Source: an optimization exercise on an open RTL-to-GDS flow (aim: small area, a short achievable clock period and few clock cycles per item). Production flows keep margins and buffers that such runs may drop.
At most, simulation tests tie the RTL to the original design; equivalence was not proved.

Setup of the reference run:
==> flow/design.v (excerpt) <==
module cordi_arch
(
	input [15:0] theta,
	input bgn,
	input clk,
	input rst_b,
	output [15:0] cos,
	output fin
);
Size: ~860 cells after synthesis, ~69 flip-flops, about 6100 um2 of cells after synthesis.
Settings: LEC_CHECK=0, ABC_AREA=1, CAP_MARGIN=20, CORE_MARGIN=2, CORE_UTILIZATION=40, GPL_TIMING_DRIVEN=0, SLEW_MARGIN=20; clock period 10.0 ns.
run.sh (not shown) runs the stock make flow with config.mk's settings and CLKGATE_MAP_FILE= SYNTH_SCRIPT=/design/flow/synth_recipe.tcl, a recipe that flattens the netlist after the stock synthesis.
Inputs modified between the reference run and the trial run:
- clearing GPL_TIMING_DRIVEN, which used to be 0
- clearing ABC_AREA, which used to be 1
==> flow/flow/run.sh (new file) <==
#!/bin/bash
# Standard ORFS layout, with repair_timing aiming for a larger setup margin.
set -euo pipefail
bash standard.sh SETUP_SLACK_MARGIN=7.5 finish > standard_flow.log 2>&1
==> flow/standard.sh (new file) <==
#!/bin/bash
# synth_recipe.tcl (not shown) runs the flow's synth.tcl, then flattens the netlist and writes it again
# the make line also repeats each setting of config.mk as NAME=value (left out here)
make -C /OpenROAD-flow-scripts/flow DESIGN_CONFIG=/design/flow/config.mk WORK_HOME=/design/flow/orfs CLKGATE_MAP_FILE= SYNTH_SCRIPT=/design/flow/synth_recipe.tcl "${@:-finish}"
removed: flow/run.sh
Results
Of the trial run and the reference run, the lower met3 wire length belongs to the reference run. Route | the trial run vs the reference run | wire shorter in the trial run. The trial run — sequential share of layout area 3.3 points lower, the reference run as reference. The trial run against the reference run: area fraction in and, or, nand and nor cells after synthesis decreased by 15 points relative to the old numbers, weighted congestion reported at the end of routability-driven placement went down by 1.4%, signed area change from the synthesized netlist to the final layout increased 24 points, die footprint shows a reduction of 1.8%.
No run of this note included a check of the RTL's function; only the layout flow was run.

cordi_arch again, from the RTL that the note above started with.
export LEC_CHECK = 0
export ABC_CLOCK_PERIOD_IN_PS = 2500
export CAP_MARGIN = 20
export CORE_MARGIN = 2
export CORE_UTILIZATION = 40
export SLEW_MARGIN = 20
create_clock -name core_clock -period 10.0 [get_ports {clk}]
Stock flow here: none of the scripts above is used.
The first run went through all stages and came out clean.
Edit:
- ABC_CLOCK_PERIOD_IN_PS: 2500 -> not set
What happened: Count of clock-buffer cells in the layout stays the same; final area is unchanged; utilization is unchanged.
Edit:
- ABC_AREA: not set -> 1
Outcome:
- utilization came out lower by 0.89 points
- hold slack improved by 3.5 ps
- sequential share of layout area is lower by 0.40 points
- non-clock buffer count went up by 1
- cell area climbs by 1.4%
- synthesized area climbs by 1.9%
- critical path depth is lower by 1
- wire length came out higher by 2.2%
Function was not checked in any run of this note: the RTL went through the layout flow alone.

== run G ==
Another version of the RTL of cordi_arch (not shown whole).
Size in the first run: about 1100 cells after synthesis, ~71 flip-flops, roughly 36 I/O pins, ~6800 sq um of cells after synthesis.
Settings: LEC_CHECK=0, ABC_AREA=1, CAP_MARGIN=20, CORE_MARGIN=2, CORE_UTILIZATION=55, CTS_BUF_LIST=sky130_fd_sc_hd__clkbuf_8, CTS_CLUSTER_SIZE=30, GPL_TIMING_DRIVEN=0, SLEW_MARGIN=20, TNS_END_PERCENT=0; clock period 10.0 ns.
standard.sh (not shown) runs the stock make flow with config.mk's settings and CLKGATE_MAP_FILE= SYNTH_SCRIPT=/design/flow/synth_recipe.tcl, a recipe that flattens the netlist after the stock synthesis.
==> flow/flow/run.sh <==
#!/bin/bash
# Standard ORFS layout, with buf_2 port buffers and repair_timing aiming for a
# larger setup margin (on the worst path only: TNS_END_PERCENT 0 in config.mk).
set -euo pipefail
bash standard.sh "BUFFER_PORTS_ARGS=-buffer_cell sky130_fd_sc_hd__buf_2" SETUP_SLACK_MARGIN=6.9 finish > standard_flow.log 2>&1
Here is what was changed in the inputs of run B compared with run G.
--- a/flow/config.mk
+++ b/flow/config.mk
@@ -10,3 +10,3 @@
 export CORE_MARGIN = 2
-export CORE_UTILIZATION = 55
+export CORE_UTILIZATION = 40
 export CTS_BUF_LIST = sky130_fd_sc_hd__clkbuf_8
## What came out
Run comparison: run G category of the most critical setup path register to output pin; run B category of the most critical setup path register to register
Wire length of the first global-routing pass, run B vs run G: up by a few percent
Summary of the comparison: met3 track demand over resource in global routing is lower in run B, relative to run G.
| share of the final layout cell area in sequential cells | run B vs run G | 0.53 points higher |
Looking only at length of routed met2 wiring, and setting everything else aside, the lower value of run B and run G goes to run G.
Going from run G to run B, total congestion overflow ~0 delta; clock-buffer cell count +1.
No run of this note included a check of the RTL's function; only the layout flow was run.

cordi_arch, a different RTL version from the one above (not shown whole).
For scale: ~1,000 cells after synthesis, ~74 flip-flops.
clock: 10.0 ns
lec_check: 0
abc_area: 1
cap_margin: 20
core_margin: 2
core_utilization: 40
gpl_timing_driven: 0
slew_margin: 20
==> flow/flow/run.sh <==
#!/bin/bash
# Standard ORFS layout; repair_timing aims for a larger setup margin.
set -euo pipefail
bash standard.sh SETUP_SLACK_MARGIN=6.9 finish > standard_flow.log 2>&1
Edit:
==> flow/flow/run.sh (replaced) <==
#!/bin/bash
# Standard ORFS layout; repair_timing aims for a larger setup margin.
set -euo pipefail
bash standard.sh SETUP_SLACK_MARGIN=7.3 finish > standard_flow.log 2>&1
Global-route usage rose by 0.78 points.
Count of clock-buffer cells in the layout fell by 3.
Setup slack gets better by 0.033 ns.
Die area stays the same.
Via count rose by 6.2%.
Worst hold slack gets better by 0.0044 ns.
Final cell count rose by about 4.5%.
Function was not checked in any run of this note: the RTL went through the layout flow alone.

cordi_arch, a different RTL version from the one above (not shown whole).
For scale: about 74 flip-flops, about 36 I/O pins.
export LEC_CHECK = 0
export ABC_AREA = 1
export CAP_MARGIN = 20
export CORE_MARGIN = 2
export CORE_UTILIZATION = 40
export CTS_BUF_LIST = sky130_fd_sc_hd__clkbuf_8
export CTS_CLUSTER_SIZE = 30
export GPL_TIMING_DRIVEN = 0
export SLEW_MARGIN = 20
export TNS_END_PERCENT = 0
create_clock -name core_clock -period 10.0 [get_ports {clk}]
==> flow/flow/run.sh <==
#!/bin/bash
# Standard ORFS layout, with buf_2 port buffers and repair_timing aiming for a
# larger setup margin (on the worst path only: TNS_END_PERCENT 0 in config.mk).
set -euo pipefail
bash standard.sh "BUFFER_PORTS_ARGS=-buffer_cell sky130_fd_sc_hd__buf_2" SETUP_SLACK_MARGIN=7.1 finish > standard_flow.log 2>&1
The starting point passed the timing, DRC and antenna checks.
==> next run, changes <==
==> flow/flow/run.sh (replaced) <==
#!/bin/bash
# Standard ORFS layout, with buf_2 port buffers and repair_timing aiming for a
# larger setup margin (on the worst path only: TNS_END_PERCENT 0 in config.mk).
set -euo pipefail
bash standard.sh "BUFFER_PORTS_ARGS=-buffer_cell sky130_fd_sc_hd__buf_2" SETUP_SLACK_MARGIN=6.9 finish > standard_flow.log 2>&1
The changed run finished with timing, DRC and antenna clean; final cell count decreases slightly; design area goes down by a few percent; register-to-register slack loses 0.08 ns; routed wire length fell by a few percent; fmax barely changes; die area stays the same.
==> next run, changes <==
Settings changed: CORE_UTILIZATION 40 to 65.
After rerunning: The changed run completed with no timing, DRC or antenna violations. Routed wire length shrinks by 5.1%. First-iteration DRC count is higher by 58%. Cell count shrinks by 6.0%. Global-route usage came out higher by 11 points. Hold slack got worse by 0.035 ns.
Function was not checked in any run of this note: the RTL went through the layout flow alone.

Setup of rev 12:
The RTL this note starts from:
==> flow/design.v <==
module cordi_arch
(
	input [15:0] theta,
	input bgn,
	input clk,
	input rst_b,
	output [15:0] cos,
	output fin
);
reg [15:0] x, y, z;
reg [3:0] i;
reg busy, first, last, fin_r;
reg [15:0] atan;
always @(*) begin
	case (i)
	4'd0: atan = 16'h3244;
	4'd1: atan = 16'h1dac;
	4'd2: atan = 16'h0fae;
	4'd3: atan = 16'h07f5;
	4'd4: atan = 16'h03ff;
	4'd5: atan = 16'h0200;
	4'd6: atan = 16'h0100;
	4'd7: atan = 16'h0080;
	4'd8: atan = 16'h0040;
	4'd9: atan = 16'h0020;
	4'd10: atan = 16'h0010;
	4'd11: atan = 16'h0008;
	4'd12: atan = 16'h0004;
	4'd13: atan = 16'h0002;
	4'd14: atan = 16'h0001;
	default: atan = 16'h0000;
	endcase
end
wire neg = z[15];
reg [3:0] hsx, lsx, hsy, lsy;
function [15:0] ash;
	input [15:0] v;
	input [3:0] h, l;
	reg [15:0] m;
	integer j;
	begin
		for (j = 0; j < 16; j = j + 1)
			m[j] = (h[0] & v[j]) | (h[1] & v[j+4 > 15 ? 15 : j+4]) |
			       (h[2] & v[j+8 > 15 ? 15 : j+8]) | (h[3] & v[j+12 > 15 ? 15 : j+12]);
		for (j = 0; j < 16; j = j + 1)
			ash[j] = (l[0] & m[j]) | (l[1] & m[j+1 > 15 ? 15 : j+1]) |
			         (l[2] & m[j+2 > 15 ? 15 : j+2]) | (l[3] & m[j+3 > 15 ? 15 : j+3]);
	end
endfunction
wire [3:0] in = busy ? i + 4'd1 : 4'd0;
wire [3:0] hn = 4'b0001 << in[3:2];
wire [3:0] ln = 4'b0001 << in[1:0];
always @(posedge clk) begin
	hsx <= hn; lsx <= ln;
	hsy <= ~hn; lsy <= ~ln;
end
wire [15:0] xs = ash(x, hsx, lsx);
wire [15:0] ys = ash(y, ~hsy, ~lsy);
wire [15:0] x_add = x + (ys ^ {16{~neg}}) + {15'd0, ~neg};
wire [15:0] y_add = y + (xs ^ {16{neg}}) + {15'd0, neg};
wire [15:0] z_add = z + (atan ^ {16{~neg}}) + {15'd0, ~neg};
always @(posedge clk) begin
	x <= first ? 16'h26dd : x_add;
	y <= first ? (neg ? 16'hd923 : 16'h26dd) : ((busy & ~last) ? y_add : 16'h0000);
	z <= busy ? z_add : theta;
	i <= in;
	first <= bgn & ~busy;
	last <= busy & (i == 4'd14);
end
always @(posedge clk or negedge rst_b) begin
	if (!rst_b) begin
		busy <= 1'b0;
		fin_r <= 1'b0;
	end else begin
		busy <= busy ? ~last : bgn;
		fin_r <= busy & last;
	end
end
assign cos = x;
assign fin = fin_r;
endmodule
Settings: LEC_CHECK=0, ABC_AREA=1, CAP_MARGIN=20, CORE_MARGIN=2, CORE_UTILIZATION=40, GPL_TIMING_DRIVEN=0, SLEW_MARGIN=20; clock period 10.0 ns.
==> flow/flow/run.sh <==
#!/bin/bash
# Standard ORFS layout; repair_timing aims for a larger setup margin.
set -euo pipefail
bash standard.sh SETUP_SLACK_MARGIN=6.5 finish > standard_flow.log 2>&1
Testbench counts of rev 12, summed over its fixed seeds: cycles 36,864, items 2,048.
Modified inputs, rev 13 compared to rev 12
==> flow/run.sh (new file) <==
#!/bin/bash
# synth_recipe.tcl (not shown) runs the flow's synth.tcl, then flattens the netlist and writes it again
# the make line also repeats each setting of config.mk as NAME=value (left out here)
make -C /OpenROAD-flow-scripts/flow DESIGN_CONFIG=/design/flow/config.mk WORK_HOME=/design/flow/orfs CLKGATE_MAP_FILE= SYNTH_SCRIPT=/design/flow/synth_recipe.tcl finish
removed: flow/flow/run.sh
removed: flow/standard.sh
Notes after the runs:
- In rev 13 the post-layout worst setup margin turned out 0.29 ns lower than in rev 12.
- Taking rev 12 as the reference, in rev 13 routed wire length -220 um.
- Taking rev 12 as the reference, in rev 13 register share of the cell area +0.30 points; final count of pins violating max slew ~0 delta; worst path arrival time +2.54 ns.
- Result for rev 13 and rev 12: all clean

## re-timing with driven ports
Ports are ideal in the flow. The routed layouts listed here were re-timed in OpenROAD. Step 1 (the two cells are an assumption about what drives the block):
set clk [get_ports {clk}]
set_driving_cell -lib_cell sky130_fd_sc_hd__clkbuf_16 $clk
set_driving_cell -lib_cell sky130_fd_sc_hd__buf_2 [delete_from_list [all_inputs] $clk]
Step 2, shift: input delay + t, output delay - t, t = (earliest + latest rising clock arrival at the registers) / 2. This alone moves slack from input paths to output paths. a / b / c = ideal / step 1 / step 2; a / b = the first two.
run | t (ns) | setup WS [ns] | slew at the worst register clock pin (ns) | cell pins on the clock port's net
the reference run | 0.389 | 6.177 / 6.177 / 6.177 | 0.07 / 0.07 | 1
the trial run | 0.389 | 6.390 / 6.390 / 6.390 | 0.06 / 0.06 | 1
the first run of note 2 | 0.384 | 5.428 / 5.428 / 5.428 | 0.07 / 0.07 | 1
the second run of note 2 | 0.384 | 5.428 / 5.428 / 5.428 | 0.07 / 0.07 | 1
the third run of note 2 | 0.382 | 5.808 / 5.808 / 5.808 | 0.06 / 0.06 | 1
run G | 0.422 | 6.919 / 6.884 / 6.890 | 0.09 / 0.09 | 1
run B | 0.405 | 6.883 / 6.883 / 6.874 | 0.09 / 0.09 | 1
the first run of note 4 | 0.387 | 6.898 / 6.888 / 6.533 | 0.06 / 0.06 | 1
the second run of note 4 | 0.388 | 6.931 / 6.931 / 6.778 | 0.07 / 0.07 | 1
the first run of note 5 | 0.416 | 6.974 / 6.937 / 6.922 | 0.09 / 0.09 | 1
the second run of note 5 | 0.414 | 6.970 / 6.934 / 6.935 | 0.09 / 0.09 | 1
the third run of note 5 | 0.405 | 6.955 / 6.925 / 6.896 | 0.09 / 0.09 | 1
rev 12 | 0.391 | 6.533 / 6.490 / 6.686 | 0.07 / 0.07 | 1
rev 13 | 0.391 | 6.241 / 6.241 / 6.241 | 0.07 / 0.07 | 1
After both steps setup and hold are still met in every run listed. The setup slack of the first run of note 4, which loses most, moves by -0.010 ns with the drivers and by -0.365 ns with both steps.
